Source: an optimization exercise on an open RTL-to-GDS flow (aim: small area). Production flows keep margins and buffers that such runs may drop.
Function was checked by simulation only, so behaviour that the tests miss may differ from the original.

==> flow/design.v (outline; a module is shown in full before it is edited, if it fits) <==
// module multiplier: 4674 lines
// module fa_cell: 4 lines
// module fa1_cell: 4 lines
// module ha_cell: 4 lines
// module mul_unit: 48 lines
module mul_unit (
    input wire clk,
    input wire A_flag,
    input wire U_flag,
    input wire LongMul,
    input wire [31:0] Rm_data,
    input wire [31:0] Rs_data,
    input wire [31:0] Rn_data,
    input wire [31:0] RdHi_data,
    input wire [31:0] RdLo_data,
    input wire [3:0] cpsr_flags,
    output wire [31:0] result_lo,
    output wire [31:0] result_hi,
    output wire [3:0] flags_out
);
  // ...
==> flow/flow/run.sh <==
#!/bin/bash
# Standard layout, except that the port buffers are the smallest buffer cell.
set -euo pipefail
bash standard.sh "BUFFER_PORTS_ARGS=-buffer_cell sky130_fd_sc_hd__buf_1" finish > standard_flow.log 2>&1
==> flow/standard.sh <==
#!/bin/bash
# synth_recipe.tcl (not shown) runs the flow's synth.tcl, then flattens the netlist and writes it again
# the make line also repeats each setting of config.mk as NAME=value (left out here)
make -C /OpenROAD-flow-scripts/flow DESIGN_CONFIG=/design/flow/config.mk WORK_HOME=/design/flow/orfs CLKGATE_MAP_FILE= SYNTH_SCRIPT=/design/flow/synth_recipe.tcl "${@:-finish}"
==> flow/config.mk <==
export PLATFORM = sky130hd
export DESIGN_NAME = mul_unit
export DESIGN_NICKNAME = mul_unit
export VERILOG_FILES = /design/flow/design.v
export SDC_FILE = /design/flow/constraint.sdc
export NUM_CORES = 4
export LEC_CHECK = 0
export ABC_AREA = 1
export CAP_MARGIN = 20
export CORE_MARGIN = 2
export CORE_UTILIZATION = 40
export SLEW_MARGIN = 20
export SYNTH_HIERARCHICAL = 1
export SYNTH_MINIMUM_KEEP_SIZE = 0
==> flow/constraint.sdc <==
create_clock -name core_clock -period 14.0 [get_ports {clk}]
set_input_delay 2.8000 -clock core_clock [delete_from_list [all_inputs] [get_ports {clk}]]
set_output_delay 2.8000 -clock core_clock [all_outputs]
set_load 0.01 [all_outputs]
==> flow_summary.ini, run 1 <==
[outcome]
outcome = failed layout checks
so.violations = negative setup slack

[timing]
clock_skew_ns = 0.01746
worst_slew_pin_slew_ns = 0.9750
worst_slack_ns = -3.306
rsz0062_at_grt = yes
setup_viol = 36
hold_viol_final = 0

[routing]
routed_wl_um = 96080
drt_iter0_drc = 2340

[placement]
io_buffers = 232
gp_congestion = 0.9823
placedInstanceArea_mm2 = 0.03045

[layout]
area_growth_pct = 13.07
design_area_mm2 = 0.03153
multi_input_cells = 2207

[grt]
grt_use_met3_pct = 6.818
grtUsageTotal_pct = 27.14

[worst_setup_path]
reg2reg_depth = 0
cp.required_ns = 14.37
path_common_cell = fa_2
crit_slowest_cell = fa_1
rrSetupSlack_ns = 13.56
cp_top_family = adder cells
start_kind = input pin
crit_path_end_kind = flop

[cts]
numCtsBuffers = 17
ctsRootBufferMaster = clkbuf_16

[synthesis]
synth_most_common_cell = xor2_1
yosysUniqueCellTypes = 29
ys_seq_area_share_pct = 9.620
synth_compound_area_share_pct = 12.06
synth_top_area_share_pct = 40.13

[min_path]
hold_path.startpoint = res_q[32]
min_path_type = reg -> reg

[floorplan]
boundaryPins = 236
==> run 2: changes to the inputs <==
--- a/flow/design.v
+++ b/flow/design.v
@@ -2577,17 +2577,17 @@
 wire n2531;
 wire n2532;
 fa_cell u33 (.a(n2518), .b(n2525), .c(n2527), .s(n2531), .co(n2532));
 wire n2533;
 wire n2534;
 fa_cell u34 (.a(n2520), .b(n2529), .c(n2531), .s(n2533), .co(n2534));
 wire n2535;
 wire n2536;
-fa_cell u35 (.a(n2522), .b(n2533), .c(n2524), .s(n2535), .co(n2536));
+ha_cell u35 (.a(n2522), .b(n2533), .s(n2535), .co(n2536));
 wire n2537;
 wire n2538;
 fa_cell u36 (.a(n189), .b(n325), .c(n461), .s(n2537), .co(n2538));
 wire n2539;
 wire n2540;
 fa_cell u37 (.a(n597), .b(n733), .c(n869), .s(n2539), .co(n2540));
 wire n2541;
 wire n2542;
@@ -2595,17 +2595,17 @@
 wire n2543;
 wire n2544;
 fa_cell u39 (.a(n2537), .b(n2539), .c(n2530), .s(n2543), .co(n2544));
 wire n2545;
 wire n2546;
 fa_cell u40 (.a(n2532), .b(n2541), .c(n2543), .s(n2545), .co(n2546));
 wire n2547;
 wire n2548;
-fa_cell u41 (.a(n2534), .b(n2545), .c(n2536), .s(n2547), .co(n2548));
+fa_cell u41 (.a(n2534), .b(n2536), .c(n2545), .s(n2547), .co(n2548));
 wire n2549;
 wire n2550;
 fa_cell u42 (.a(Rs_data[15]), .b(n193), .c(n329), .s(n2549), .co(n2550));
 wire n2551;
 wire n2552;
 fa_cell u43 (.a(n465), .b(n601), .c(n737), .s(n2551), .co(n2552));
 wire n2553;
 wire n2554;
@@ -2739,17 +2739,17 @@
 wire n2639;
 wire n2640;
 fa_cell u87 (.a(n2633), .b(n2635), .c(n2620), .s(n2639), .co(n2640));
 wire n2641;
 wire n2642;
 fa_cell u88 (.a(n2622), .b(n2637), .c(n2639), .s(n2641), .co(n2642));
 wire n2643;
 wire n2644;
-fa_cell u89 (.a(n2624), .b(n2641), .c(n2626), .s(n2643), .co(n2644));
+ha_cell u89 (.a(n2624), .b(n2641), .s(n2643), .co(n2644));
 wire n2645;
 wire n2646;
 fa_cell u90 (.a(Rs_data[21]), .b(n217), .c(n353), .s(n2645), .co(n2646));
 wire n2647;
 wire n2648;
 fa_cell u91 (.a(n489), .b(n625), .c(n761), .s(n2647), .co(n2648));
 wire n2649;
 wire n2650;
@@ -2901,17 +2901,17 @@
 wire n2747;
 wire n2748;
 fa_cell u141 (.a(n2720), .b(n2722), .c(n2743), .s(n2747), .co(n2748));
 wire n2749;
 wire n2750;
 fa_cell u142 (.a(n2745), .b(n2724), .c(n2747), .s(n2749), .co(n2750));
 wire n2751;
 wire n2752;
-fa_cell u143 (.a(n2726), .b(n2749), .c(n2728), .s(n2751), .co(n2752));
+ha_cell u143 (.a(n2726), .b(n2749), .s(n2751), .co(n2752));
 wire n2753;
 wire n2754;
 fa_cell u144 (.a(n237), .b(n373), .c(n509), .s(n2753), .co(n2754));
 wire n2755;
 wire n2756;
 fa_cell u145 (.a(n645), .b(n781), .c(n917), .s(n2755), .co(n2756));
 wire n2757;
 wire n2758;
@@ -3099,17 +3099,17 @@
 wire n2879;
 wire n2880;
 fa_cell u207 (.a(n2873), .b(n2875), .c(n2850), .s(n2879), .co(n2880));
 wire n2881;
 wire n2882;
 fa_cell u208 (.a(n2877), .b(n2852), .c(n2879), .s(n2881), .co(n2882));
 wire n2883;
 wire n2884;
-fa_cell u209 (.a(n2854), .b(n2881), .c(n2856), .s(n2883), .co(n2884));
+ha_cell u209 (.a(n2854), .b(n2881), .s(n2883), .co(n2884));
 wire n2885;
 wire n2886;
 fa_cell u210 (.a(Rs_data[31]), .b(n257), .c(n393), .s(n2885), .co(n2886));
 wire n2887;
 wire n2888;
 fa_cell u211 (.a(n529), .b(n665), .c(n801), .s(n2887), .co(n2888));
 wire n2889;
 wire n2890;
@@ -4172,510 +4172,572 @@
 wire n3601 = n2503 ^ n3600;
 wire n3602 = n2503 & n2495;
 wire n3603 = n3602 & n3598;
 wire n3604 = n2513 ^ n3603;
 wire n3605 = n2513 & n3603;
 wire n3606 = n2523 ^ n3605;
 wire n3607 = n2523 & n2513;
 wire n3608 = n3607 & n3603;
-wire n3609 = n2535 ^ n3608;
-wire n3610 = n2535 & n3608;
-wire n3611 = n2547 ^ n3610;
-wire n3612 = n2547 & n2535;
-wire n3613 = n3612 & n3608;
-wire n3614 = n2561 ^ n3613;
-wire n3615 = n2561 & n3613;
-wire n3616 = n2575 ^ n3615;
-wire n3617 = n2575 & n2561;
-wire n3618 = n3617 & n3613;
-wire n3619 = n2591 ^ n3618;
-wire n3620 = n2591 & n3618;
-wire n3621 = n2607 ^ n3620;
-wire n3622 = n2607 & n2591;
+wire n3609;
+wire n3610;
+ha_cell u558 (.a(n2524), .b(n2535), .s(n3609), .co(n3610));
+wire n3611 = n3609 ^ n3608;
+wire n3612 = n3609 & n3608;
+wire n3613 = n3610 | n3612;
+wire n3614 = n2547 ^ n3613;
+wire n3615 = n2547 & n3610;
+wire n3616 = n2547 & n3609;
+wire n3617 = n3616 & n3608;
+wire n3618 = n3615 | n3617;
+wire n3619 = n2561 ^ n3618;
+wire n3620 = n2561 & n3618;
+wire n3621 = n2575 ^ n3620;
+wire n3622 = n2575 & n2561;
 wire n3623 = n3622 & n3618;
-wire n3624 = n2625 ^ n3623;
-wire n3625 = n2625 & n3623;
-wire n3626 = n2643 ^ n3625;
-wire n3627 = n2643 & n2625;
+wire n3624 = n2591 ^ n3623;
+wire n3625 = n2591 & n3623;
+wire n3626 = n2607 ^ n3625;
+wire n3627 = n2607 & n2591;
 wire n3628 = n3627 & n3623;
-wire n3629 = n2663 ^ n3628;
-wire n3630 = n2663 & n3628;
-wire n3631 = n2683 ^ n3630;
-wire n3632 = n2683 & n2663;
-wire n3633 = n3632 & n3628;
-wire n3634 = n2705 ^ n3633;
-wire n3635 = n2705 & n3633;
-wire n3636 = n2727 ^ n3635;
-wire n3637 = n2727 & n2705;
-wire n3638 = n3637 & n3633;
-wire n3639 = n2751 ^ n3638;
-wire n3640 = n2751 & n3638;
-wire n3641 = n2775 ^ n3640;
-wire n3642 = n2775 & n2751;
-wire n3643 = n3642 & n3638;
-wire n3644 = n2801 ^ n3643;
-wire n3645 = n2801 & n3643;
-wire n3646 = n2827 ^ n3645;
-wire n3647 = n2827 & n2801;
-wire n3648 = n3647 & n3643;
-wire n3649 = n2855 ^ n3648;
-wire n3650 = n2855 & n3648;
-wire n3651 = n2883 ^ n3650;
-wire n3652 = n2883 & n2855;
-wire n3653 = n3652 & n3648;
-wire n3654 = n2913 ^ n3653;
-wire n3655 = n2913 & n3653;
-wire n3656 = n2943 ^ n3655;
-wire n3657 = n2943 & n2913;
-wire n3658 = n3657 & n3653;
-wire n3659;
-wire n3660;
-fa_cell u558 (.a(n2944), .b(n2973), .c(n3658), .s(n3659), .co(n3660));
-wire n3661;
+wire n3629;
+wire n3630;
+ha_cell u559 (.a(n2626), .b(n2643), .s(n3629), .co(n3630));
+wire n3631 = n2625 ^ n3628;
+wire n3632 = n2625 & n3628;
+wire n3633 = n3629 ^ n3632;
+wire n3634 = n3629 & n2625;
+wire n3635 = n3634 & n3628;
+wire n3636 = n3630 | n3635;
+wire n3637 = n2663 ^ n3636;
+wire n3638 = n2663 & n3636;
+wire n3639 = n2683 ^ n3638;
+wire n3640 = n2683 & n2663;
+wire n3641 = n3640 & n3636;
+wire n3642 = n2705 ^ n3641;
+wire n3643 = n2705 & n3641;
+wire n3644 = n2727 ^ n3643;
+wire n3645 = n2727 & n2705;
+wire n3646 = n3645 & n3641;
+wire n3647;
+wire n3648;
+ha_cell u560 (.a(n2728), .b(n2751), .s(n3647), .co(n3648));
+wire n3649 = n3647 ^ n3646;
+wire n3650 = n3647 & n3646;
+wire n3651 = n3648 | n3650;
+wire n3652 = n2775 ^ n3651;
+wire n3653 = n2775 & n3648;
+wire n3654 = n2775 & n3647;
+wire n3655 = n3654 & n3646;
+wire n3656 = n3653 | n3655;
+wire n3657 = n2801 ^ n3656;
+wire n3658 = n2801 & n3656;
+wire n3659 = n2827 ^ n3658;
+wire n3660 = n2827 & n2801;
+wire n3661 = n3660 & n3656;
 wire n3662;
-ha_cell u559 (.a(n3579), .b(n6), .s(n3661), .co(n3662));
 wire n3663;
-wire n3664;
-ha_cell u560 (.a(n3581), .b(n9), .s(n3663), .co(n3664));
-wire n3665 = n3663 ^ n3662;
-wire n3666 = n3663 & n3662;
-wire n3667 = n3664 | n3666;
-wire n3668 = n3663 & n3661;
-wire n3669;
-wire n3670;
-ha_cell u561 (.a(n3584), .b(n12), .s(n3669), .co(n3670));
-wire n3671;
-wire n3672;
-ha_cell u562 (.a(n3586), .b(n15), .s(n3671), .co(n3672));
-wire n3673 = n3669 ^ n3667;
-wire n3674 = n3669 & n3667;
-wire n3675 = n3670 | n3674;
-wire n3676 = n3671 ^ n3675;
-wire n3677 = n3671 & n3670;
-wire n3678 = n3672 | n3677;
-wire n3679 = n3671 & n3669;
-wire n3680 = n3679 & n3667;
-wire n3681 = n3678 | n3680;
-wire n3682;
-wire n3683;
-ha_cell u563 (.a(n3589), .b(n18), .s(n3682), .co(n3683));
-wire n3684;
+ha_cell u561 (.a(n2856), .b(n2883), .s(n3662), .co(n3663));
+wire n3664 = n2855 ^ n3661;
+wire n3665 = n2855 & n3661;
+wire n3666 = n3662 ^ n3665;
+wire n3667 = n3662 & n2855;
+wire n3668 = n3667 & n3661;
+wire n3669 = n3663 | n3668;
+wire n3670 = n2913 ^ n3669;
+wire n3671 = n2913 & n3669;
+wire n3672 = n2943 ^ n3671;
+wire n3673 = n2943 & n2913;
+wire n3674 = n3673 & n3669;
+wire n3675;
+wire n3676;
+fa_cell u562 (.a(n2944), .b(n2973), .c(n3674), .s(n3675), .co(n3676));
+wire n3677;
+wire n3678;
+ha_cell u563 (.a(n3579), .b(n6), .s(n3677), .co(n3678));
+wire n3679;
+wire n3680;
+ha_cell u564 (.a(n3581), .b(n9), .s(n3679), .co(n3680));
+wire n3681 = n3679 ^ n3678;
+wire n3682 = n3679 & n3678;
+wire n3683 = n3680 | n3682;
+wire n3684 = n3679 & n3677;
 wire n3685;
-ha_cell u564 (.a(n3591), .b(n21), .s(n3684), .co(n3685));
-wire n3686 = n3682 ^ n3681;
-wire n3687 = n3682 & n3681;
-wire n3688 = n3683 | n3687;
-wire n3689 = n3684 ^ n3688;
-wire n3690 = n3684 & n3683;
-wire n3691 = n3685 | n3690;
-wire n3692 = n3684 & n3682;
-wire n3693 = n3692 & n3681;
-wire n3694 = n3691 | n3693;
-wire n3695;
-wire n3696;
-ha_cell u565 (.a(n3594), .b(n24), .s(n3695), .co(n3696));
-wire n3697;
+wire n3686;
+ha_cell u565 (.a(n3584), .b(n12), .s(n3685), .co(n3686));
+wire n3687;
+wire n3688;
+ha_cell u566 (.a(n3586), .b(n15), .s(n3687), .co(n3688));
+wire n3689 = n3685 ^ n3683;
+wire n3690 = n3685 & n3683;
+wire n3691 = n3686 | n3690;
+wire n3692 = n3687 ^ n3691;
+wire n3693 = n3687 & n3686;
+wire n3694 = n3688 | n3693;
+wire n3695 = n3687 & n3685;
+wire n3696 = n3695 & n3683;
+wire n3697 = n3694 | n3696;
 wire n3698;
-ha_cell u566 (.a(n3596), .b(n27), .s(n3697), .co(n3698));
-wire n3699 = n3695 ^ n3694;
-wire n3700 = n3695 & n3694;
-wire n3701 = n3696 | n3700;
-wire n3702 = n3697 ^ n3701;
-wire n3703 = n3697 & n3696;
-wire n3704 = n3698 | n3703;
-wire n3705 = n3697 & n3695;
-wire n3706 = n3705 & n3694;
-wire n3707 = n3704 | n3706;
-wire n3708;
-wire n3709;
-ha_cell u567 (.a(n3599), .b(n30), .s(n3708), .co(n3709));
-wire n3710;
+wire n3699;
+ha_cell u567 (.a(n3589), .b(n18), .s(n3698), .co(n3699));
+wire n3700;
+wire n3701;
+ha_cell u568 (.a(n3591), .b(n21), .s(n3700), .co(n3701));
+wire n3702 = n3698 ^ n3697;
+wire n3703 = n3698 & n3697;
+wire n3704 = n3699 | n3703;
+wire n3705 = n3700 ^ n3704;
+wire n3706 = n3700 & n3699;
+wire n3707 = n3701 | n3706;
+wire n3708 = n3700 & n3698;
+wire n3709 = n3708 & n3697;
+wire n3710 = n3707 | n3709;
 wire n3711;
-ha_cell u568 (.a(n3601), .b(n33), .s(n3710), .co(n3711));
-wire n3712 = n3708 ^ n3707;
-wire n3713 = n3708 & n3707;
-wire n3714 = n3709 | n3713;
-wire n3715 = n3710 ^ n3714;
-wire n3716 = n3710 & n3709;
-wire n3717 = n3711 | n3716;
-wire n3718 = n3710 & n3708;
-wire n3719 = n3718 & n3707;
-wire n3720 = n3717 | n3719;
-wire n3721;
-wire n3722;
-ha_cell u569 (.a(n3604), .b(n36), .s(n3721), .co(n3722));
-wire n3723;
+wire n3712;
+ha_cell u569 (.a(n3594), .b(n24), .s(n3711), .co(n3712));
+wire n3713;
+wire n3714;
+ha_cell u570 (.a(n3596), .b(n27), .s(n3713), .co(n3714));
+wire n3715 = n3711 ^ n3710;
+wire n3716 = n3711 & n3710;
+wire n3717 = n3712 | n3716;
+wire n3718 = n3713 ^ n3717;
+wire n3719 = n3713 & n3712;
+wire n3720 = n3714 | n3719;
+wire n3721 = n3713 & n3711;
+wire n3722 = n3721 & n3710;
+wire n3723 = n3720 | n3722;
 wire n3724;
-ha_cell u570 (.a(n3606), .b(n39), .s(n3723), .co(n3724));
-wire n3725 = n3721 ^ n3720;
-wire n3726 = n3721 & n3720;
-wire n3727 = n3722 | n3726;
-wire n3728 = n3723 ^ n3727;
-wire n3729 = n3723 & n3722;
-wire n3730 = n3724 | n3729;
-wire n3731 = n3723 & n3721;
-wire n3732 = n3731 & n3720;
-wire n3733 = n3730 | n3732;
-wire n3734;
-wire n3735;
-ha_cell u571 (.a(n3609), .b(n42), .s(n3734), .co(n3735));
-wire n3736;
+wire n3725;
+ha_cell u571 (.a(n3599), .b(n30), .s(n3724), .co(n3725));
+wire n3726;
+wire n3727;
+ha_cell u572 (.a(n3601), .b(n33), .s(n3726), .co(n3727));
+wire n3728 = n3724 ^ n3723;
+wire n3729 = n3724 & n3723;
+wire n3730 = n3725 | n3729;
+wire n3731 = n3726 ^ n3730;
+wire n3732 = n3726 & n3725;
+wire n3733 = n3727 | n3732;
+wire n3734 = n3726 & n3724;
+wire n3735 = n3734 & n3723;
+wire n3736 = n3733 | n3735;
 wire n3737;
-ha_cell u572 (.a(n3611), .b(n45), .s(n3736), .co(n3737));
-wire n3738 = n3734 ^ n3733;
-wire n3739 = n3734 & n3733;
-wire n3740 = n3735 | n3739;
-wire n3741 = n3736 ^ n3740;
-wire n3742 = n3736 & n3735;
-wire n3743 = n3737 | n3742;
-wire n3744 = n3736 & n3734;
-wire n3745 = n3744 & n3733;
-wire n3746 = n3743 | n3745;
-wire n3747;
-wire n3748;
-ha_cell u573 (.a(n3614), .b(n48), .s(n3747), .co(n3748));
-wire n3749;
+wire n3738;
+ha_cell u573 (.a(n3604), .b(n36), .s(n3737), .co(n3738));
+wire n3739;
+wire n3740;
+ha_cell u574 (.a(n3606), .b(n39), .s(n3739), .co(n3740));
+wire n3741 = n3737 ^ n3736;
+wire n3742 = n3737 & n3736;
+wire n3743 = n3738 | n3742;
+wire n3744 = n3739 ^ n3743;
+wire n3745 = n3739 & n3738;
+wire n3746 = n3740 | n3745;
+wire n3747 = n3739 & n3737;
+wire n3748 = n3747 & n3736;
+wire n3749 = n3746 | n3748;
 wire n3750;
-ha_cell u574 (.a(n3616), .b(n51), .s(n3749), .co(n3750));
-wire n3751 = n3747 ^ n3746;
-wire n3752 = n3747 & n3746;
-wire n3753 = n3748 | n3752;
-wire n3754 = n3749 ^ n3753;
-wire n3755 = n3749 & n3748;
-wire n3756 = n3750 | n3755;
-wire n3757 = n3749 & n3747;
-wire n3758 = n3757 & n3746;
-wire n3759 = n3756 | n3758;
-wire n3760;
-wire n3761;
-ha_cell u575 (.a(n3619), .b(n54), .s(n3760), .co(n3761));
-wire n3762;
+wire n3751;
+ha_cell u575 (.a(n3611), .b(n42), .s(n3750), .co(n3751));
+wire n3752;
+wire n3753;
+ha_cell u576 (.a(n3614), .b(n45), .s(n3752), .co(n3753));
+wire n3754 = n3750 ^ n3749;
+wire n3755 = n3750 & n3749;
+wire n3756 = n3751 | n3755;
+wire n3757 = n3752 ^ n3756;
+wire n3758 = n3752 & n3751;
+wire n3759 = n3753 | n3758;
+wire n3760 = n3752 & n3750;
+wire n3761 = n3760 & n3749;
+wire n3762 = n3759 | n3761;
 wire n3763;
-ha_cell u576 (.a(n3621), .b(n57), .s(n3762), .co(n3763));
-wire n3764 = n3760 ^ n3759;
-wire n3765 = n3760 & n3759;
-wire n3766 = n3761 | n3765;
-wire n3767 = n3762 ^ n3766;
-wire n3768 = n3762 & n3761;
-wire n3769 = n3763 | n3768;
-wire n3770 = n3762 & n3760;
-wire n3771 = n3770 & n3759;
-wire n3772 = n3769 | n3771;
-wire n3773;
-wire n3774;
-ha_cell u577 (.a(n3624), .b(n60), .s(n3773), .co(n3774));
-wire n3775;
+wire n3764;
+ha_cell u577 (.a(n3619), .b(n48), .s(n3763), .co(n3764));
+wire n3765;
+wire n3766;
+ha_cell u578 (.a(n3621), .b(n51), .s(n3765), .co(n3766));
+wire n3767 = n3763 ^ n3762;
+wire n3768 = n3763 & n3762;
+wire n3769 = n3764 | n3768;
+wire n3770 = n3765 ^ n3769;
+wire n3771 = n3765 & n3764;
+wire n3772 = n3766 | n3771;
+wire n3773 = n3765 & n3763;
+wire n3774 = n3773 & n3762;
+wire n3775 = n3772 | n3774;
 wire n3776;
-ha_cell u578 (.a(n3626), .b(n63), .s(n3775), .co(n3776));
-wire n3777 = n3773 ^ n3772;
-wire n3778 = n3773 & n3772;
-wire n3779 = n3774 | n3778;
-wire n3780 = n3775 ^ n3779;
-wire n3781 = n3775 & n3774;
-wire n3782 = n3776 | n3781;
-wire n3783 = n3775 & n3773;
-wire n3784 = n3783 & n3772;
-wire n3785 = n3782 | n3784;
-wire n3786;
-wire n3787;
-ha_cell u579 (.a(n3629), .b(n66), .s(n3786), .co(n3787));
-wire n3788;
+wire n3777;
+ha_cell u579 (.a(n3624), .b(n54), .s(n3776), .co(n3777));
+wire n3778;
+wire n3779;
+ha_cell u580 (.a(n3626), .b(n57), .s(n3778), .co(n3779));
+wire n3780 = n3776 ^ n3775;
+wire n3781 = n3776 & n3775;
+wire n3782 = n3777 | n3781;
+wire n3783 = n3778 ^ n3782;
+wire n3784 = n3778 & n3777;
+wire n3785 = n3779 | n3784;
+wire n3786 = n3778 & n3776;
+wire n3787 = n3786 & n3775;
+wire n3788 = n3785 | n3787;
 wire n3789;
-ha_cell u580 (.a(n3631), .b(n69), .s(n3788), .co(n3789));
-wire n3790 = n3786 ^ n3785;
-wire n3791 = n3786 & n3785;
-wire n3792 = n3787 | n3791;
-wire n3793 = n3788 ^ n3792;
-wire n3794 = n3788 & n3787;
-wire n3795 = n3789 | n3794;
-wire n3796 = n3788 & n3786;
-wire n3797 = n3796 & n3785;
-wire n3798 = n3795 | n3797;
-wire n3799;
-wire n3800;
-ha_cell u581 (.a(n3634), .b(n72), .s(n3799), .co(n3800));
-wire n3801;
+wire n3790;
+ha_cell u581 (.a(n3631), .b(n60), .s(n3789), .co(n3790));
+wire n3791;
+wire n3792;
+ha_cell u582 (.a(n3633), .b(n63), .s(n3791), .co(n3792));
+wire n3793 = n3789 ^ n3788;
+wire n3794 = n3789 & n3788;
+wire n3795 = n3790 | n3794;
+wire n3796 = n3791 ^ n3795;
+wire n3797 = n3791 & n3790;
+wire n3798 = n3792 | n3797;
+wire n3799 = n3791 & n3789;
+wire n3800 = n3799 & n3788;
+wire n3801 = n3798 | n3800;
 wire n3802;
-ha_cell u582 (.a(n3636), .b(n75), .s(n3801), .co(n3802));
-wire n3803 = n3799 ^ n3798;
-wire n3804 = n3799 & n3798;
-wire n3805 = n3800 | n3804;
-wire n3806 = n3801 ^ n3805;
-wire n3807 = n3801 & n3800;
-wire n3808 = n3802 | n3807;
-wire n3809 = n3801 & n3799;
-wire n3810 = n3809 & n3798;
-wire n3811 = n3808 | n3810;
-wire n3812;
-wire n3813;
-ha_cell u583 (.a(n3639), .b(n78), .s(n3812), .co(n3813));
-wire n3814;
+wire n3803;
+ha_cell u583 (.a(n3637), .b(n66), .s(n3802), .co(n3803));
+wire n3804;
+wire n3805;
+ha_cell u584 (.a(n3639), .b(n69), .s(n3804), .co(n3805));
+wire n3806 = n3802 ^ n3801;
+wire n3807 = n3802 & n3801;
+wire n3808 = n3803 | n3807;
+wire n3809 = n3804 ^ n3808;
+wire n3810 = n3804 & n3803;
+wire n3811 = n3805 | n3810;
+wire n3812 = n3804 & n3802;
+wire n3813 = n3812 & n3801;
+wire n3814 = n3811 | n3813;
 wire n3815;
-ha_cell u584 (.a(n3641), .b(n81), .s(n3814), .co(n3815));
-wire n3816 = n3812 ^ n3811;
-wire n3817 = n3812 & n3811;
-wire n3818 = n3813 | n3817;
-wire n3819 = n3814 ^ n3818;
-wire n3820 = n3814 & n3813;
-wire n3821 = n3815 | n3820;
-wire n3822 = n3814 & n3812;
-wire n3823 = n3822 & n3811;
-wire n3824 = n3821 | n3823;
-wire n3825;
-wire n3826;
-ha_cell u585 (.a(n3644), .b(n84), .s(n3825), .co(n3826));
-wire n3827;
+wire n3816;
+ha_cell u585 (.a(n3642), .b(n72), .s(n3815), .co(n3816));
+wire n3817;
+wire n3818;
+ha_cell u586 (.a(n3644), .b(n75), .s(n3817), .co(n3818));
+wire n3819 = n3815 ^ n3814;
+wire n3820 = n3815 & n3814;
+wire n3821 = n3816 | n3820;
+wire n3822 = n3817 ^ n3821;
+wire n3823 = n3817 & n3816;
+wire n3824 = n3818 | n3823;
+wire n3825 = n3817 & n3815;
+wire n3826 = n3825 & n3814;
+wire n3827 = n3824 | n3826;
 wire n3828;
-ha_cell u586 (.a(n3646), .b(n87), .s(n3827), .co(n3828));
-wire n3829 = n3825 ^ n3824;
-wire n3830 = n3825 & n3824;
-wire n3831 = n3826 | n3830;
-wire n3832 = n3827 ^ n3831;
-wire n3833 = n3827 & n3826;
-wire n3834 = n3828 | n3833;
-wire n3835 = n3827 & n3825;
-wire n3836 = n3835 & n3824;
-wire n3837 = n3834 | n3836;
-wire n3838;
-wire n3839;
-ha_cell u587 (.a(n3649), .b(n90), .s(n3838), .co(n3839));
-wire n3840;
+wire n3829;
+ha_cell u587 (.a(n3649), .b(n78), .s(n3828), .co(n3829));
+wire n3830;
+wire n3831;
+ha_cell u588 (.a(n3652), .b(n81), .s(n3830), .co(n3831));
+wire n3832 = n3828 ^ n3827;
+wire n3833 = n3828 & n3827;
+wire n3834 = n3829 | n3833;
+wire n3835 = n3830 ^ n3834;
+wire n3836 = n3830 & n3829;
+wire n3837 = n3831 | n3836;
+wire n3838 = n3830 & n3828;
+wire n3839 = n3838 & n3827;
+wire n3840 = n3837 | n3839;
 wire n3841;
-ha_cell u588 (.a(n3651), .b(n93), .s(n3840), .co(n3841));
-wire n3842 = n3838 ^ n3837;
-wire n3843 = n3838 & n3837;
-wire n3844 = n3839 | n3843;
-wire n3845 = n3840 ^ n3844;
-wire n3846 = n3840 & n3839;
-wire n3847 = n3841 | n3846;
-wire n3848 = n3840 & n3838;
-wire n3849 = n3848 & n3837;
-wire n3850 = n3847 | n3849;
-wire n3851;
-wire n3852;
-ha_cell u589 (.a(n3654), .b(n96), .s(n3851), .co(n3852));
-wire n3853;
+wire n3842;
+ha_cell u589 (.a(n3657), .b(n84), .s(n3841), .co(n3842));
+wire n3843;
+wire n3844;
+ha_cell u590 (.a(n3659), .b(n87), .s(n3843), .co(n3844));
+wire n3845 = n3841 ^ n3840;
+wire n3846 = n3841 & n3840;
+wire n3847 = n3842 | n3846;
+wire n3848 = n3843 ^ n3847;
+wire n3849 = n3843 & n3842;
+wire n3850 = n3844 | n3849;
+wire n3851 = n3843 & n3841;
+wire n3852 = n3851 & n3840;
+wire n3853 = n3850 | n3852;
 wire n3854;
-ha_cell u590 (.a(n3656), .b(n99), .s(n3853), .co(n3854));
-wire n3855 = n3851 ^ n3850;
-wire n3856 = n3851 & n3850;
-wire n3857 = n3852 | n3856;
-wire n3858 = n3853 ^ n3857;
-wire n3859 = n3853 & n3852;
-wire n3860 = n3854 | n3859;
-wire n3861 = n3853 & n3851;
-wire n3862 = n3861 & n3850;
-wire n3863 = n3860 | n3862;
-wire n3864;
-wire n3865;
-fa_cell u591 (.a(n3659), .b(n100), .c(n3863), .s(n3864), .co(n3865));
-wire n3866;
+wire n3855;
+ha_cell u591 (.a(n3664), .b(n90), .s(n3854), .co(n3855));
+wire n3856;
+wire n3857;
+ha_cell u592 (.a(n3666), .b(n93), .s(n3856), .co(n3857));
+wire n3858 = n3854 ^ n3853;
+wire n3859 = n3854 & n3853;
+wire n3860 = n3855 | n3859;
+wire n3861 = n3856 ^ n3860;
+wire n3862 = n3856 & n3855;
+wire n3863 = n3857 | n3862;
+wire n3864 = n3856 & n3854;
+wire n3865 = n3864 & n3853;
+wire n3866 = n3863 | n3865;
 wire n3867;
-fa_cell u592 (.a(n3007), .b(n3660), .c(n3865), .s(n3866), .co(n3867));
 wire n3868;
+ha_cell u593 (.a(n3670), .b(n96), .s(n3867), .co(n3868));
 wire n3869;
-ha_cell u593 (.a(n3042), .b(n3073), .s(n3868), .co(n3869));
-wire n3870 = n3041 ^ n3867;
-wire n3871 = n3041 & n3867;
-wire n3872 = n3868 ^ n3871;
-wire n3873 = n3868 & n3041;
-wire n3874 = n3873 & n3867;
-wire n3875 = n3869 | n3874;
-wire n3876;
-wire n3877;
-ha_cell u594 (.a(n3106), .b(n3135), .s(n3876), .co(n3877));
-wire n3878 = n3105 ^ n3875;
-wire n3879 = n3105 & n3875;
-wire n3880 = n3876 ^ n3879;
-wire n3881 = n3876 & n3105;
-wire n3882 = n3881 & n3875;
-wire n3883 = n3877 | n3882;
+wire n3870;
+ha_cell u594 (.a(n3672), .b(n99), .s(n3869), .co(n3870));
+wire n3871 = n3867 ^ n3866;
+wire n3872 = n3867 & n3866;
+wire n3873 = n3868 | n3872;
+wire n3874 = n3869 ^ n3873;
+wire n3875 = n3869 & n3868;
+wire n3876 = n3870 | n3875;
+wire n3877 = n3869 & n3867;
+wire n3878 = n3877 & n3866;
+wire n3879 = n3876 | n3878;
+wire n3880;
+wire n3881;
+fa_cell u595 (.a(n3675), .b(n100), .c(n3879), .s(n3880), .co(n3881));
+wire n3882;
+wire n3883;
+fa_cell u596 (.a(n3007), .b(n3676), .c(n3881), .s(n3882), .co(n3883));
 wire n3884;
 wire n3885;
-ha_cell u595 (.a(n3166), .b(n3193), .s(n3884), .co(n3885));
-wire n3886 = n3165 ^ n3883;
-wire n3887 = n3165 & n3883;
+ha_cell u597 (.a(n3042), .b(n3073), .s(n3884), .co(n3885));
+wire n3886 = n3041 ^ n3883;
+wire n3887 = n3041 & n3883;
 wire n3888 = n3884 ^ n3887;
-wire n3889 = n3884 & n3165;
+wire n3889 = n3884 & n3041;
 wire n3890 = n3889 & n3883;
 wire n3891 = n3885 | n3890;
 wire n3892;
 wire n3893;
-ha_cell u596 (.a(n3222), .b(n3247), .s(n3892), .co(n3893));
-wire n3894 = n3221 ^ n3891;
-wire n3895 = n3221 & n3891;
+ha_cell u598 (.a(n3106), .b(n3135), .s(n3892), .co(n3893));
+wire n3894 = n3105 ^ n3891;
+wire n3895 = n3105 & n3891;
 wire n3896 = n3892 ^ n3895;
-wire n3897 = n3892 & n3221;
-wire n3898 = n3897 & n3891;
+wire n3897 = n3892 & n3105;
+wire n3898 = n3897 & n3885;
 wire n3899 = n3893 | n3898;
-wire n3900;
-wire n3901;
-ha_cell u597 (.a(n3274), .b(n3297), .s(n3900), .co(n3901));
-wire n3902 = n3273 ^ n3899;
-wire n3903 = n3273 & n3899;
-wire n3904 = n3900 ^ n3903;
-wire n3905 = n3900 & n3273;
-wire n3906 = n3905 & n3899;
-wire n3907 = n3901 | n3906;
-wire n3908;
-wire n3909;
-ha_cell u598 (.a(n3322), .b(n3343), .s(n3908), .co(n3909));
-wire n3910 = n3321 ^ n3907;
-wire n3911 = n3321 & n3907;
-wire n3912 = n3908 ^ n3911;
-wire n3913 = n3908 & n3321;
-wire n3914 = n3913 & n3907;
-wire n3915 = n3909 | n3914;
-wire n3916;
-wire n3917;
-ha_cell u599 (.a(n3366), .b(n3385), .s(n3916), .co(n3917));
-wire n3918 = n3365 ^ n3915;
-wire n3919 = n3365 & n3915;
-wire n3920 = n3916 ^ n3919;
-wire n3921 = n3916 & n3365;
-wire n3922 = n3921 & n3915;
-wire n3923 = n3917 | n3922;
-wire n3924;
+wire n3900 = n3897 & n3889;
+wire n3901 = n3900 & n3883;
+wire n3902 = n3899 | n3901;
+wire n3903;
+wire n3904;
+ha_cell u599 (.a(n3166), .b(n3193), .s(n3903), .co(n3904));
+wire n3905 = n3165 ^ n3902;
+wire n3906 = n3165 & n3902;
+wire n3907 = n3903 ^ n3906;
+wire n3908 = n3903 & n3165;
+wire n3909 = n3908 & n3899;
+wire n3910 = n3904 | n3909;
+wire n3911 = n3908 & n3900;
+wire n3912 = n3911 & n3883;
+wire n3913 = n3910 | n3912;
+wire n3914;
+wire n3915;
+ha_cell u600 (.a(n3222), .b(n3247), .s(n3914), .co(n3915));
+wire n3916 = n3221 ^ n3913;
+wire n3917 = n3221 & n3913;
+wire n3918 = n3914 ^ n3917;
+wire n3919 = n3914 & n3221;
+wire n3920 = n3919 & n3910;
+wire n3921 = n3915 | n3920;
+wire n3922 = n3919 & n3911;
+wire n3923 = n3922 & n3883;
+wire n3924 = n3921 | n3923;
 wire n3925;
-ha_cell u600 (.a(n3406), .b(n3423), .s(n3924), .co(n3925));
-wire n3926 = n3405 ^ n3923;
-wire n3927 = n3405 & n3923;
-wire n3928 = n3924 ^ n3927;
-wire n3929 = n3924 & n3405;
-wire n3930 = n3929 & n3923;
-wire n3931 = n3925 | n3930;
-wire n3932;
-wire n3933;
-ha_cell u601 (.a(n3442), .b(n3457), .s(n3932), .co(n3933));
-wire n3934 = n3441 ^ n3931;
-wire n3935 = n3441 & n3931;
-wire n3936 = n3932 ^ n3935;
-wire n3937 = n3932 & n3441;
-wire n3938 = n3937 & n3931;
-wire n3939 = n3933 | n3938;
-wire n3940;
-wire n3941;
-ha_cell u602 (.a(n3474), .b(n3487), .s(n3940), .co(n3941));
-wire n3942 = n3473 ^ n3939;
-wire n3943 = n3473 & n3939;
-wire n3944 = n3940 ^ n3943;
-wire n3945 = n3940 & n3473;
-wire n3946 = n3945 & n3939;
-wire n3947 = n3941 | n3946;
+wire n3926;
+ha_cell u601 (.a(n3274), .b(n3297), .s(n3925), .co(n3926));
+wire n3927 = n3273 ^ n3924;
+wire n3928 = n3273 & n3924;
+wire n3929 = n3925 ^ n3928;
+wire n3930 = n3925 & n3273;
+wire n3931 = n3930 & n3921;
+wire n3932 = n3926 | n3931;
+wire n3933 = n3930 & n3922;
+wire n3934 = n3933 & n3883;
+wire n3935 = n3932 | n3934;
+wire n3936;
+wire n3937;
+ha_cell u602 (.a(n3322), .b(n3343), .s(n3936), .co(n3937));
+wire n3938 = n3321 ^ n3935;
+wire n3939 = n3321 & n3935;
+wire n3940 = n3936 ^ n3939;
+wire n3941 = n3936 & n3321;
+wire n3942 = n3941 & n3932;
+wire n3943 = n3937 | n3942;
+wire n3944 = n3941 & n3933;
+wire n3945 = n3944 & n3883;
+wire n3946 = n3943 | n3945;
+wire n3947;
 wire n3948;
-wire n3949;
-ha_cell u603 (.a(n3502), .b(n3513), .s(n3948), .co(n3949));
-wire n3950 = n3501 ^ n3947;
-wire n3951 = n3501 & n3947;
-wire n3952 = n3948 ^ n3951;
-wire n3953 = n3948 & n3501;
-wire n3954 = n3953 & n3947;
-wire n3955 = n3949 | n3954;
-wire n3956;
-wire n3957;
-ha_cell u604 (.a(n3526), .b(n3535), .s(n3956), .co(n3957));
-wire n3958 = n3525 ^ n3955;
-wire n3959 = n3525 & n3955;
-wire n3960 = n3956 ^ n3959;
-wire n3961 = n3956 & n3525;
-wire n3962 = n3961 & n3955;
-wire n3963 = n3957 | n3962;
-wire n3964;
-wire n3965;
-ha_cell u605 (.a(n3546), .b(n3553), .s(n3964), .co(n3965));
-wire n3966 = n3545 ^ n3963;
-wire n3967 = n3545 & n3963;
-wire n3968 = n3964 ^ n3967;
-wire n3969 = n3964 & n3545;
-wire n3970 = n3969 & n3963;
-wire n3971 = n3965 | n3970;
-wire n3972;
-wire n3973;
-ha_cell u606 (.a(n3562), .b(n3567), .s(n3972), .co(n3973));
-wire n3974 = n3561 ^ n3971;
-wire n3975 = n3561 & n3971;
-wire n3976 = n3972 ^ n3975;
-wire n3977 = n3972 & n3561;
-wire n3978 = n3977 & n3971;
-wire n3979 = n3973 | n3978;
+ha_cell u603 (.a(n3366), .b(n3385), .s(n3947), .co(n3948));
+wire n3949 = n3365 ^ n3946;
+wire n3950 = n3365 & n3946;
+wire n3951 = n3947 ^ n3950;
+wire n3952 = n3947 & n3365;
+wire n3953 = n3952 & n3943;
+wire n3954 = n3948 | n3953;
+wire n3955 = n3952 & n3944;
+wire n3956 = n3955 & n3883;
+wire n3957 = n3954 | n3956;
+wire n3958;
+wire n3959;
+ha_cell u604 (.a(n3406), .b(n3423), .s(n3958), .co(n3959));
+wire n3960 = n3405 ^ n3957;
+wire n3961 = n3405 & n3957;
+wire n3962 = n3958 ^ n3961;
+wire n3963 = n3958 & n3405;
+wire n3964 = n3963 & n3954;
+wire n3965 = n3959 | n3964;
+wire n3966 = n3963 & n3955;
+wire n3967 = n3966 & n3883;
+wire n3968 = n3965 | n3967;
+wire n3969;
+wire n3970;
+ha_cell u605 (.a(n3442), .b(n3457), .s(n3969), .co(n3970));
+wire n3971 = n3441 ^ n3968;
+wire n3972 = n3441 & n3968;
+wire n3973 = n3969 ^ n3972;
+wire n3974 = n3969 & n3441;
+wire n3975 = n3974 & n3965;
+wire n3976 = n3970 | n3975;
+wire n3977 = n3974 & n3966;
+wire n3978 = n3977 & n3883;
+wire n3979 = n3976 | n3978;
 wire n3980;
 wire n3981;
-ha_cell u607 (.a(n3574), .b(n3577), .s(n3980), .co(n3981));
-wire n3982 = n3573 ^ n3979;
-wire n3983 = n3573 & n3979;
+ha_cell u606 (.a(n3474), .b(n3487), .s(n3980), .co(n3981));
+wire n3982 = n3473 ^ n3979;
+wire n3983 = n3473 & n3979;
 wire n3984 = n3980 ^ n3983;
-wire n3985 = n3980 & n3573;
-wire n3986 = n3985 & n3979;
+wire n3985 = n3980 & n3473;
+wire n3986 = n3985 & n3976;
 wire n3987 = n3981 | n3986;
-assign res[0] = n3661;
-assign res[1] = n3665;
-assign res[2] = n3673;
-assign res[3] = n3676;
-assign res[4] = n3686;
-assign res[5] = n3689;
-assign res[6] = n3699;
-assign res[7] = n3702;
-assign res[8] = n3712;
-assign res[9] = n3715;
-assign res[10] = n3725;
-assign res[11] = n3728;
-assign res[12] = n3738;
-assign res[13] = n3741;
-assign res[14] = n3751;
-assign res[15] = n3754;
-assign res[16] = n3764;
-assign res[17] = n3767;
-assign res[18] = n3777;
-assign res[19] = n3780;
-assign res[20] = n3790;
-assign res[21] = n3793;
-assign res[22] = n3803;
-assign res[23] = n3806;
-assign res[24] = n3816;
-assign res[25] = n3819;
-assign res[26] = n3829;
-assign res[27] = n3832;
-assign res[28] = n3842;
-assign res[29] = n3845;
-assign res[30] = n3855;
-assign res[31] = n3858;
-assign res[32] = n3864;
-assign res[33] = n3866;
-assign res[34] = n3870;
-assign res[35] = n3872;
-assign res[36] = n3878;
-assign res[37] = n3880;
-assign res[38] = n3886;
-assign res[39] = n3888;
-assign res[40] = n3894;
-assign res[41] = n3896;
-assign res[42] = n3902;
-assign res[43] = n3904;
-assign res[44] = n3910;
-assign res[45] = n3912;
-assign res[46] = n3918;
-assign res[47] = n3920;
-assign res[48] = n3926;
-assign res[49] = n3928;
-assign res[50] = n3934;
-assign res[51] = n3936;
-assign res[52] = n3942;
-assign res[53] = n3944;
-assign res[54] = n3950;
-assign res[55] = n3952;
-assign res[56] = n3958;
-assign res[57] = n3960;
-assign res[58] = n3966;
-assign res[59] = n3968;
-assign res[60] = n3974;
-assign res[61] = n3976;
-assign res[62] = n3982;
-assign res[63] = n3984;
-assign prod32 = n3659;
+wire n3988 = n3985 & n3977;
+wire n3989 = n3988 & n3883;
+wire n3990 = n3987 | n3989;
+wire n3991;
+wire n3992;
+ha_cell u607 (.a(n3502), .b(n3513), .s(n3991), .co(n3992));
+wire n3993 = n3501 ^ n3990;
+wire n3994 = n3501 & n3990;
+wire n3995 = n3991 ^ n3994;
+wire n3996 = n3991 & n3501;
+wire n3997 = n3996 & n3987;
+wire n3998 = n3992 | n3997;
+wire n3999 = n3996 & n3988;
+wire n4000 = n3999 & n3883;
+wire n4001 = n3998 | n4000;
+wire n4002;
+wire n4003;
+ha_cell u608 (.a(n3526), .b(n3535), .s(n4002), .co(n4003));
+wire n4004 = n3525 ^ n4001;
+wire n4005 = n3525 & n4001;
+wire n4006 = n4002 ^ n4005;
+wire n4007 = n4002 & n3525;
+wire n4008 = n4007 & n3998;
+wire n4009 = n4003 | n4008;
+wire n4010 = n4007 & n3999;
+wire n4011 = n4010 & n3883;
+wire n4012 = n4009 | n4011;
+wire n4013;
+wire n4014;
+ha_cell u609 (.a(n3546), .b(n3553), .s(n4013), .co(n4014));
+wire n4015 = n3545 ^ n4012;
+wire n4016 = n3545 & n4012;
+wire n4017 = n4013 ^ n4016;
+wire n4018 = n4013 & n3545;
+wire n4019 = n4018 & n4009;
+wire n4020 = n4014 | n4019;
+wire n4021 = n4018 & n4010;
+wire n4022 = n4021 & n3883;
+wire n4023 = n4020 | n4022;
+wire n4024;
+wire n4025;
+ha_cell u610 (.a(n3562), .b(n3567), .s(n4024), .co(n4025));
+wire n4026 = n3561 ^ n4023;
+wire n4027 = n3561 & n4023;
+wire n4028 = n4024 ^ n4027;
+wire n4029 = n4024 & n3561;
+wire n4030 = n4029 & n4020;
+wire n4031 = n4025 | n4030;
+wire n4032 = n4029 & n4021;
+wire n4033 = n4032 & n3883;
+wire n4034 = n4031 | n4033;
+wire n4035;
+wire n4036;
+ha_cell u611 (.a(n3574), .b(n3577), .s(n4035), .co(n4036));
+wire n4037 = n3573 ^ n4034;
+wire n4038 = n3573 & n4034;
+wire n4039 = n4035 ^ n4038;
+wire n4040 = n4035 & n3573;
+wire n4041 = n4040 & n4031;
+wire n4042 = n4036 | n4041;
+wire n4043 = n4040 & n4032;
+wire n4044 = n4043 & n3883;
+wire n4045 = n4042 | n4044;
+assign res[0] = n3677;
+assign res[1] = n3681;
+assign res[2] = n3689;
+assign res[3] = n3692;
+assign res[4] = n3702;
+assign res[5] = n3705;
+assign res[6] = n3715;
+assign res[7] = n3718;
+assign res[8] = n3728;
+assign res[9] = n3731;
+assign res[10] = n3741;
+assign res[11] = n3744;
+assign res[12] = n3754;
+assign res[13] = n3757;
+assign res[14] = n3767;
+assign res[15] = n3770;
+assign res[16] = n3780;
+assign res[17] = n3783;
+assign res[18] = n3793;
+assign res[19] = n3796;
+assign res[20] = n3806;
+assign res[21] = n3809;
+assign res[22] = n3819;
+assign res[23] = n3822;
+assign res[24] = n3832;
+assign res[25] = n3835;
+assign res[26] = n3845;
+assign res[27] = n3848;
+assign res[28] = n3858;
+assign res[29] = n3861;
+assign res[30] = n3871;
+assign res[31] = n3874;
+assign res[32] = n3880;
+assign res[33] = n3882;
+assign res[34] = n3886;
+assign res[35] = n3888;
+assign res[36] = n3894;
+assign res[37] = n3896;
+assign res[38] = n3905;
+assign res[39] = n3907;
+assign res[40] = n3916;
+assign res[41] = n3918;
+assign res[42] = n3927;
+assign res[43] = n3929;
+assign res[44] = n3938;
+assign res[45] = n3940;
+assign res[46] = n3949;
+assign res[47] = n3951;
+assign res[48] = n3960;
+assign res[49] = n3962;
+assign res[50] = n3971;
+assign res[51] = n3973;
+assign res[52] = n3982;
+assign res[53] = n3984;
+assign res[54] = n3993;
+assign res[55] = n3995;
+assign res[56] = n4004;
+assign res[57] = n4006;
+assign res[58] = n4015;
+assign res[59] = n4017;
+assign res[60] = n4026;
+assign res[61] = n4028;
+assign res[62] = n4037;
+assign res[63] = n4039;
+assign prod32 = n3675;
 endmodule
 module fa_cell (input wire a, input wire b, input wire c, output wire s, output wire co);
 assign s = a ^ b ^ c;
 assign co = (a & b) | (c & (a ^ b));
 endmodule
 module fa1_cell (input wire a, input wire b, output wire s, output wire co);
 assign s = ~(a ^ b);
 assign co = a | b;
==> flow/flow/run.sh (replaced) <==
#!/bin/bash
set -euo pipefail
bash standard.sh "BUFFER_PORTS_ARGS=-buffer_cell sky130_fd_sc_hd__buf_1" "CTS_ARGS=-sink_clustering_enable -repair_clock_nets -dont_use_dummy_load -buf_list sky130_fd_sc_hd__clkbuf_8 -sink_clustering_size 30" finish > standard_flow.log 2>&1
==> flow/config.mk (replaced) <==
export PLATFORM = sky130hd
export DESIGN_NAME = mul_unit
export DESIGN_NICKNAME = mul_unit
export VERILOG_FILES = /design/flow/design.v
export SDC_FILE = /design/flow/constraint.sdc
export NUM_CORES = 4
export LEC_CHECK = 0
export ABC_AREA = 1
export CAP_MARGIN = 0
export CORE_MARGIN = 2
export CORE_UTILIZATION = 40
export SLEW_MARGIN = 0
export SYNTH_HIERARCHICAL = 1
export SYNTH_MINIMUM_KEEP_SIZE = 0
==> flow_summary.ini, run 2 <==
[timing]
clock_skew_ns = 0.01871
fin_crit_ns = 12.59
final.setup.tns_ns = 0
finalMaxSlewViolations = 0
rsz0062_at_grt = no
hold_viol_final = 0
fmax_mhz = 79.46
finalCritPeriodShare_pct = 89.90
worst_slack_ns = 1.414
worst_slew_pin_slew_ns = 1.240
setup_viol = 0
maxSlewHeadroom_pct = 17.34

[placement]
gp_congestion = 0.9614
io_buffers = 232
placed_cells = 3801
place_ws_ns = 0.9387
dp_hpwl_um = 68080
placedInstanceArea_mm2 = 0.02942

[routing]
vias_per_cell = 5.817
routed_wl_um = 93160
vias = 22220
antenna_left = 0
dr.pass1.iters = 6
drcViolationCount = 0
wl_per_cell_um = 24.39
drt_iter0_drc = 2287

[layout]
num-nets-final = 3737
design_area_mm2 = 0.02966
drive_above_1_share_pct = 6.984
final_cells = 3819
reg.largest.list = res_q x64, res_qq x64
final_cell_mix = xor2_1 (571), fa_1 (555), o22ai_1 (511)
area_growth_pct = 5.925
fillers = 6860
layout_commonest_cell = xor2_1

[synthesis]
synth.largest_area_cell = fa_1
yosys-top-cells-area = fa_1 (40%), xor2_1 (18%), o22ai_1 (11%)
yosysUniqueCellTypes = 30
synthTopCellsByCount = xor2_1 (571), fa_1 (555), o22ai_1 (511), clkbuf_1 (198), inv_1 (156)
ys_seq_area_share_pct = 9.580
syn_area_mm2 = 0.02800
synth_most_common_cell = xor2_1
synthFlopType = dfxtp_1
synth.avg_cell_area_um2 = 9.808
synthCells = 2855
ys_ff_latch = 134
synth_top_area_share_pct = 39.68
yosys_warnings = 7
ys_async_sr_fraction_pct = 0
synth_edf_count = 0

[worst_setup_path]
crit_path_end_kind = flop
crit_slowest_cell = fa_1
cp.required_ns = 14.41
path_common_cell = nand2_1
arrival_ns = 13.00
cp_max_fo = 19
reg2reg_depth = 0
critPathKind = in -> reg
slowest_delay_ns = 0.57
start_kind = input pin

[cts]
cts_tree = yes
cts_resized = 0
clk_pin_slew_ns = 0.08
numCtsBuffers = 17
ctsRootBufferMaster = clkbuf_8
clock-sinks = 134
cts_buffer_depth = 2
clock_latency_ns = 0.55
postCtsSetupBuffers = 0
ctsHoldBuffers = 0
htreeDepth = 4

[floorplan]
die_x_um = 268.6
start_util_pct = 40.20
boundaryPins = 236
num_rows = 97
dieArea_mm2 = 0.07214
die_y_um = 268.6
core_mm2 = 0.06966

[grt]
grt_max_degree = 66
grt_pass1_vias = 22700
antenna_found_initial = 3
grt_pass1_wl_um = 141200
grt_overflow_total = 0
grtUsageTotal_pct = 26.19

[min_path]
min_path_type = reg -> reg
worstHoldPathCells = 0

[flow_run]
drv_cap = 0

[outcome]
outcome = no timing/DRC/antenna violations
run 2: cell count changes after synthesis, sizes merged, moves of 2 or more:
cell	before	now
buf	143	147
and3	5	2
nor2	125	132
nand2	152	154
fa	559	555
a21oi	31	37
o21ai	2	4
ha	126	134
inv	159	156
o21bai	0	6
clkbuf	202	198
run 2: per-layer routing:
layer | track usage, % | vias up | part of all wire [%]
met5 | 0 | - | 0.024
met4 | 10.21 | 4 | 3.7
met3 | 7.863 | 238 | 12
met2 | 41.10 | 1477 | 46
met1 | 33.95 | 11050 | 39
li1 | - | 9451 | -
run 2: final cells by class:
class	instances	area, um^2	share of cell area [%]
Sequential cell	134	2683	9.044
Tap cell	940	1176	3.965
Clock buffer	17	234.0	0.7888
Multi-Input combinational cell	2233	23300	78.55
Timing Repair Buffer	336	1674	5.644
Inverter	158	593.1	1.999
Antenna cell	1	2.502	0.008437
run 2: stage by stage:
step,utilization [%],hold slack [ns]
after detailed placement,42.24,0.3121
after CTS,42.57,0.3070
after global placement,42.24,0.3100
after global routing,42.58,0.3056
final,42.58,0.3037
after floorplan,-,0.3096
run 2: modules after synthesis (local to each module, per instance):
| module | cells inside | cell area (um^2) | flops+latches |
|---|---|---|---|
| fa_cell | 1 | 20.02 | 0 |
| ha_cell | 1 | 12.51 | 0 |
| mul_unit | 196 | 2938 | 134 |
| multiplier | 2047 | 13240 | 0 |
run 2: logic make-up (layout without fill, tap and decap cells):
family                   Yosys count  in the layout  synth area share (%)
other                              1             17               0.01339
adder cells (fa/ha/maj)          689            689                 45.67
AND/OR/NAND/NOR                  367            367                 5.840
buffers and inverters            503            511                 7.627
multiplexers                      15             15                0.5362
flip-flops                       134            134                 9.580
AO/OA/AOI/OAI                    559            559                 12.38
XOR/XNOR                         587            587                 18.36
run 2: worst paths after layout:
kind / start / endpoint / slack, ns
min reg2reg: res_q[36] / res_qq[36] / 0.30
min: res_q[36] / res_qq[36] / 0.30
max reg2reg: res_q[33] / res_qq[33] / 13.60
max: Rs_data[3] / res_q[63] / 1.41
run 2: critical path, delay by kind of cell:
kind	cells	cell delay, ns
adder cells (fa/ha/maj)	16	6.24
AO/OA/AOI/OAI	2	0.33
buffers and inverters	5	1.28
AND/OR/NAND/NOR	24	1.83
XOR/XNOR	3	0.49
==> run 3: changes to the inputs <==
==> flow/run.sh (new file) <==
#!/bin/bash
# synth_recipe.tcl (not shown) runs the flow's synth.tcl, then flattens the netlist and writes it again
# the make line also repeats each setting of config.mk as NAME=value (left out here)
make -C /OpenROAD-flow-scripts/flow DESIGN_CONFIG=/design/flow/config.mk WORK_HOME=/design/flow/orfs CLKGATE_MAP_FILE= SYNTH_SCRIPT=/design/flow/synth_recipe.tcl finish
--- a/flow/config.mk
+++ b/flow/config.mk
@@ -7,8 +7,8 @@
 export LEC_CHECK = 0
 export ABC_AREA = 1
-export CAP_MARGIN = 0
+export CAP_MARGIN = 20
 export CORE_MARGIN = 2
 export CORE_UTILIZATION = 40
-export SLEW_MARGIN = 0
+export SLEW_MARGIN = 20
 export SYNTH_HIERARCHICAL = 1
 export SYNTH_MINIMUM_KEEP_SIZE = 0
removed: flow/flow/run.sh
removed: flow/standard.sh
==> flow_summary.ini, run 3 <==
[outcome]
outcome = no timing/DRC/antenna violations

[cts]
numCtsBuffers = 17
clock-sinks = 134
postCtsSetupBuffers = 0
htreeDepth = 4
cts_resized = 0
ctsHoldBuffers = 0
cts_tree = yes
clock_latency_ns = 0.50
cts_buffer_depth = 2
ctsRootBufferMaster = clkbuf_16
clk_pin_slew_ns = 0.07

[synthesis]
ys_async_sr_fraction_pct = 0
synth_most_common_cell = xor2_1
syn_area_mm2 = 0.02800
synthTopCellsByCount = xor2_1 (571), fa_1 (555), o22ai_1 (511), clkbuf_1 (198), inv_1 (156)
synth_edf_count = 0
ys_seq_area_share_pct = 9.580
synth.avg_cell_area_um2 = 9.808
yosysUniqueCellTypes = 30
synth.largest_area_cell = fa_1
yosys_warnings = 7
ys_ff_latch = 134
synthCells = 2855
synthFlopType = dfxtp_1
yosys-top-cells-area = fa_1 (40%), xor2_1 (18%), o22ai_1 (11%)
synth_top_area_share_pct = 39.68

[floorplan]
num_rows = 97
die_y_um = 268.6
core_mm2 = 0.06966
die_x_um = 268.6
start_util_pct = 40.20
boundaryPins = 236
dieArea_mm2 = 0.07214

[layout]
final_cell_mix = xor2_1 (571), fa_1 (555), o22ai_1 (511)
drive_above_1_share_pct = 7.584
final_cells = 3841
reg.largest.list = res_q x64, res_qq x64
antennaDiodeCount = 0
num-nets-final = 3745
area_growth_pct = 12.23
layout_commonest_cell = xor2_1
fillers = 6606

[routing]
routed_wl_um = 97830
drcViolationCount = 0
antenna_left = 0
dr.pass1.iters = 7
vias_per_cell = 5.994
drt_iter0_drc = 2466
vias = 23020
wl_per_cell_um = 25.47

[timing]
hold_viol_final = 0
rsz0062_at_grt = no
setup_viol = 0
maxSlewHeadroom_pct = 25.55
worst_slew_pin_slew_ns = 1.095
finalMaxSlewViolations = 0
clock_skew_ns = 0.007448
fmax_mhz = 78.44
finalCritPeriodShare_pct = 91.06
final.setup.tns_ns = 0
fin_crit_ns = 12.75

[grt]
grtUsageTotal_pct = 27.44
grt_pass1_vias = 24590
grt_max_degree = 66
grt_overflow_total = 0
grt_pass1_wl_um = 148000
antenna_found_initial = 0

[worst_setup_path]
path_common_cell = nand2_1
critPathKind = in -> reg
cp.required_ns = 14.38
crit_slowest_cell = fa_1
slowest_delay_ns = 0.55
cp_max_fo = 14
arrival_ns = 13.13
start_kind = input pin
crit_path_end_kind = flop

[placement]
dp_hpwl_um = 72540
placed_cells = 3809
gp_congestion = 0.9569
io_buffers = 232

[min_path]
min_path_type = reg -> reg

[flow_run]
drv_cap = 0
-- run 3: cell types whose count changed in the layout (fill, tap and decap cells not counted), moves of 6 or more --
cell             previous run  this run
buf_1                     214         0
buf_2                       0        17
buf_4                     104       112
clkbuf_16                   0        17
clkbuf_2                   18         0
clkbuf_8                   17         1
clkdlybuf4s50_1             0       215
inv_6                       0         6
-- run 3: cells by family after synthesis --
family          share of synthesized area [%]
flops                                   9.580
compound gates                          12.38
fa+ha+maj                               45.67
buf+inv                                 7.627
other cells                           0.01339
mux                                    0.5362
simple gates                            5.840
xor+xnor                                18.36
-- run 3: final timing paths --
path              start         end  slack [ns]  depth (start not counted)
max          Rs_data[6]   res_q[63]        1.25                         50
min           res_q[37]  res_qq[37]        0.32                          0
max reg2reg   res_q[46]  res_qq[46]       13.59                          0
min reg2reg   res_q[37]  res_qq[37]        0.32                          0
-- run 3: per-module statistics from Yosys, one instance, submodules excluded --
| module | area (um^2) | times used | cells |
|---|---|---|---|
| fa_cell | 20.02 | 555 | 1 |
| ha_cell | 12.51 | 57 | 1 |
| mul_unit | 2938 | 1 | 196 |
| multiplier | 13240 | 1 | 2047 |
-- run 3: final cells by class --
type | count | area [um^2] | share of cell area (%)
clock buffer | 18 | 439.2 | 1.397
clock inverter | 14 | 161.4 | 0.5136
inverter | 158 | 593.1 | 1.887
multi-input combinational | 2233 | 23300 | 74.13
sequential | 134 | 2683 | 8.536
tap | 940 | 1176 | 3.742
timing repair buffer | 344 | 3078 | 9.794
-- run 3: critical path, delay by kind of cell --
kind            cells  cell delay [ns]
simple gates       24             1.91
compound gates      2             0.32
fa+ha+maj          16             6.11
xor+xnor            3             0.49
buf+inv             4             0.95
mux                 1             0.54
-- run 3: metal layers --
metal | track usage [%] | vias up | part of all wire (%)
met2 | 44.11 | 1681 | 46
li1 | - | 9461 | -
met5 | 0 | - | 0
met4 | 13.08 | 0 | 4.9
met1 | 34.34 | 11530 | 38
met3 | 7.306 | 354 | 11
-- run 3: per-stage QoR --
stage          cell area [um^2]  worst slack [ns]  util (%)  hold slack (ns)
6_report                  31430             1.251     45.11           0.3215
5_1_grt                   31430            0.6748     45.11           0.3287
4_1_cts                   31430             1.268     45.11           0.3251
3_5_place_dp              30830            0.7306     44.25           0.3121
3_3_place_gp              30830            0.7638     44.25           0.3100
2_1_floorplan             28060             1.857         -           0.3096
==> run 4: changes to the inputs <==
==> flow/flow/run.sh (new file) <==
#!/bin/bash
# Standard layout, except that the port buffers are the smallest buffer cell.
set -euo pipefail
bash standard.sh "BUFFER_PORTS_ARGS=-buffer_cell sky130_fd_sc_hd__buf_1" finish > standard_flow.log 2>&1
==> flow/standard.sh (new file) <==
#!/bin/bash
# synth_recipe.tcl (not shown) runs the flow's synth.tcl, then flattens the netlist and writes it again
# the make line also repeats each setting of config.mk as NAME=value (left out here)
make -C /OpenROAD-flow-scripts/flow DESIGN_CONFIG=/design/flow/config.mk WORK_HOME=/design/flow/orfs CLKGATE_MAP_FILE= SYNTH_SCRIPT=/design/flow/synth_recipe.tcl "${@:-finish}"
removed: flow/run.sh
==> flow_summary.ini, run 4 <==
[outcome]
outcome = no timing/DRC/antenna violations

[floorplan]
die_y_um = 268.6
start_util_pct = 40.20
dieArea_mm2 = 0.07214
boundaryPins = 236

[layout]
ff_latch_area_mm2 = 0.002683
multiInputGateArea_mm2 = 0.02330
layout_commonest_cell = xor2_1
final_cells = 3834
fillers = 6799
antennaDiodeCount = 0
final_cell_mix = xor2_1 (571), fa_1 (555), o22ai_1 (511)
area_growth_pct = 7.310
reg.largest.list = res_q x64, res_qq x64
num-nets-final = 3738

[cts]
cts_buffer_depth = 2
clock_latency_ns = 0.49
numCtsBuffers = 17
htreeDepth = 4
postCtsSetupBuffers = 0
clk_pin_slew_ns = 0.06

[placement]
gp_congestion = 0.9614
place_ws_ns = 0.9480
placedInstanceArea_mm2 = 0.02943
placed_cells = 3801

[synthesis]
yosys-top-cells-area = fa_1 (40%), xor2_1 (18%), o22ai_1 (11%)
yosysUniqueCellTypes = 30
synth_top_family_by_area = adder cells
synthTopCellsByCount = xor2_1 (571), fa_1 (555), o22ai_1 (511), clkbuf_1 (198), inv_1 (156)
synth.avg_cell_area_um2 = 9.808
synth_fa_ha_area_share_pct = 45.67
syn_area_mm2 = 0.02800
ys_ff_latch = 134
synthSimpleGateAreaFrac_pct = 5.840
synth_compound_area_share_pct = 12.38
ys_seq_area_share_pct = 9.580
synthFlopType = dfxtp_1
synth_most_common_cell = xor2_1
synth_xor_area_share_pct = 18.36
synth.largest_area_cell = fa_1

[min_path]
hold_path.startpoint = res_q[26]
min_path_type = reg -> reg

[timing]
finalMaxSlewViolations = 0
fmax_mhz = 79.61
maxSlewHeadroom_pct = 38.45
final.setup.tns_ns = 0
finalCritPeriodShare_pct = 89.73
worst_slew_pin_slew_ns = 0.9222
worst_slack_ns = 1.438
worst_hold_slack_ns = 0.3238
fin_crit_ns = 12.56
rsz0062_at_grt = no

[grt]
grtUsageTotal_pct = 26.14
grt_max_degree = 66
grt_overflow_total = 0

[routing]
drcViolationCount = 0
drt_iter0_drc = 2448
vias_per_cell = 5.822

[worst_setup_path]
r2r_end = res_qq[45]
critPathKind = in -> reg
arrival_ns = 12.95
start_kind = input pin
reg2reg_depth = 0
slowest_delay_ns = 0.57
crit_path_end_kind = flop
r2r-start = res_q[45]
path_common_cell = nand2_1
crit_slowest_cell = fa_1

[flow_run]
drv_cap = 0
==> run 4: cell count changes in the layout (fill, tap and decap cells not counted), moves of 2 or more <==
cell             delta
inv_8               +3
inv_2               +2
clkbuf_2           +17
clkinv_8            +3
buf_2              -17
buf_4               -8
clkdlybuf4s50_1   -215
inv_6               -2
buf_1             +214
==> run 4: cell families (layout without fill, tap and decap cells) <==
kind of cell | Yosys count | count (layout)
AND/OR/NAND/NOR | 367 | 367
buffers and inverters | 503 | 527
adder cells (fa/ha/maj) | 689 | 689
flip-flops | 134 | 134
XOR/XNOR | 587 | 587
other | 1 | 16
AO/OA/AOI/OAI | 559 | 559
multiplexers | 15 | 15
==> run 4: worst max-delay path: cells and delay by family <==
kind,cells,cell delay (ns)
buffers and inverters,5,1.25
adders and majority gates,16,6.22
and+or+nand+nor,24,1.84
AOI/OAI and AO/OA,2,0.32
xor gates and xnor gates,3,0.49
==> run 4: cell type report <==
type	instances	share of cell area, %
multi-input combinational	2233	77.54
tap	940	3.914
clock inverter	15	0.6079
inverter	158	1.974
clock buffer	17	1.416
sequential	134	8.927
timing repair buffer	337	5.625
==> run 4: how the worst max path moves through the flow <==
| stage | slack (ns) | end | start | depth (start not counted) |
|---|---|---|---|---|
| 3_5_place_dp | 0.95 | res_q[63] | Rs_data[3] | 50 |
| 2_1_floorplan | 1.86 | res_q[63] | Rs_data[1] | 52 |
| 6_report | 1.44 | res_q[63] | Rs_data[3] | 50 |
| 3_3_place_gp | 1.02 | res_q[63] | Rs_data[3] | 50 |
| 4_1_cts | 1.47 | res_q[63] | Rs_data[3] | 50 |
| 5_1_grt | 0.83 | res_q[63] | Rs_data[3] | 48 |
==> run 4: stage by stage <==
step | utilization, %
4_1_cts | 43.11
2_1_floorplan | -
6_report | 43.13
3_3_place_gp | 42.24
3_5_place_dp | 42.24
5_1_grt | 43.13
==> run 4: layer usage <==
metal  vias to the layer above  routed length (um)  global-route usage (%)
li1                       9458                   -                       -
met1                     11120               36000                   33.78
met2                      1476               42460                   41.30
met3                       262               10860                   7.689
met4                         6                3572                   10.15
met5                         -                  40                       0
==> run 4: modules after synthesis, one instance, submodules excluded <==
module | times used | cells inside | flip-flops and latches | cell area (um^2)
multiplier | 1 | 2047 | 0 | 13240
mul_unit | 1 | 196 | 134 | 2938
ha_cell | 57 | 1 | 0 | 12.51
fa_cell | 555 | 1 | 0 | 20.02

==> what the ideal ports hide <==
The results above use ideal ports. As a check the final layouts listed here were re-extracted and re-timed, cells and wires unchanged.
Step 1: set_driving_cell puts a clkbuf_16 on clk and a buf_2 on each other input, an assumption about the parent block.
Step 2 times the ports against the registers' clock, not the clock port: input delays grow and output delays shrink by t, the midpoint of the rising clock arrivals with the driver on.
Three values: ideal, step 1, step 2; two values: the first two.
run	shift t [ns]	slack for setup (ns)	clock arrival spread, ns	cell pins on the clock port's net
run 1	0.546	-3.306 / -3.297 / -3.843	0.022 / 0.022	1
run 2	0.599	1.414 / 1.421 / 0.822	0.041 / 0.041	1
run 3	0.550	1.251 / 1.242 / 0.691	0.020 / 0.019	1
run 4	0.551	1.438 / 1.446 / 0.895	0.012 / 0.012	1
For run 2, which loses most, drivers alone change the setup slack by +0.007 ns; drivers and shift together by -0.592 ns.
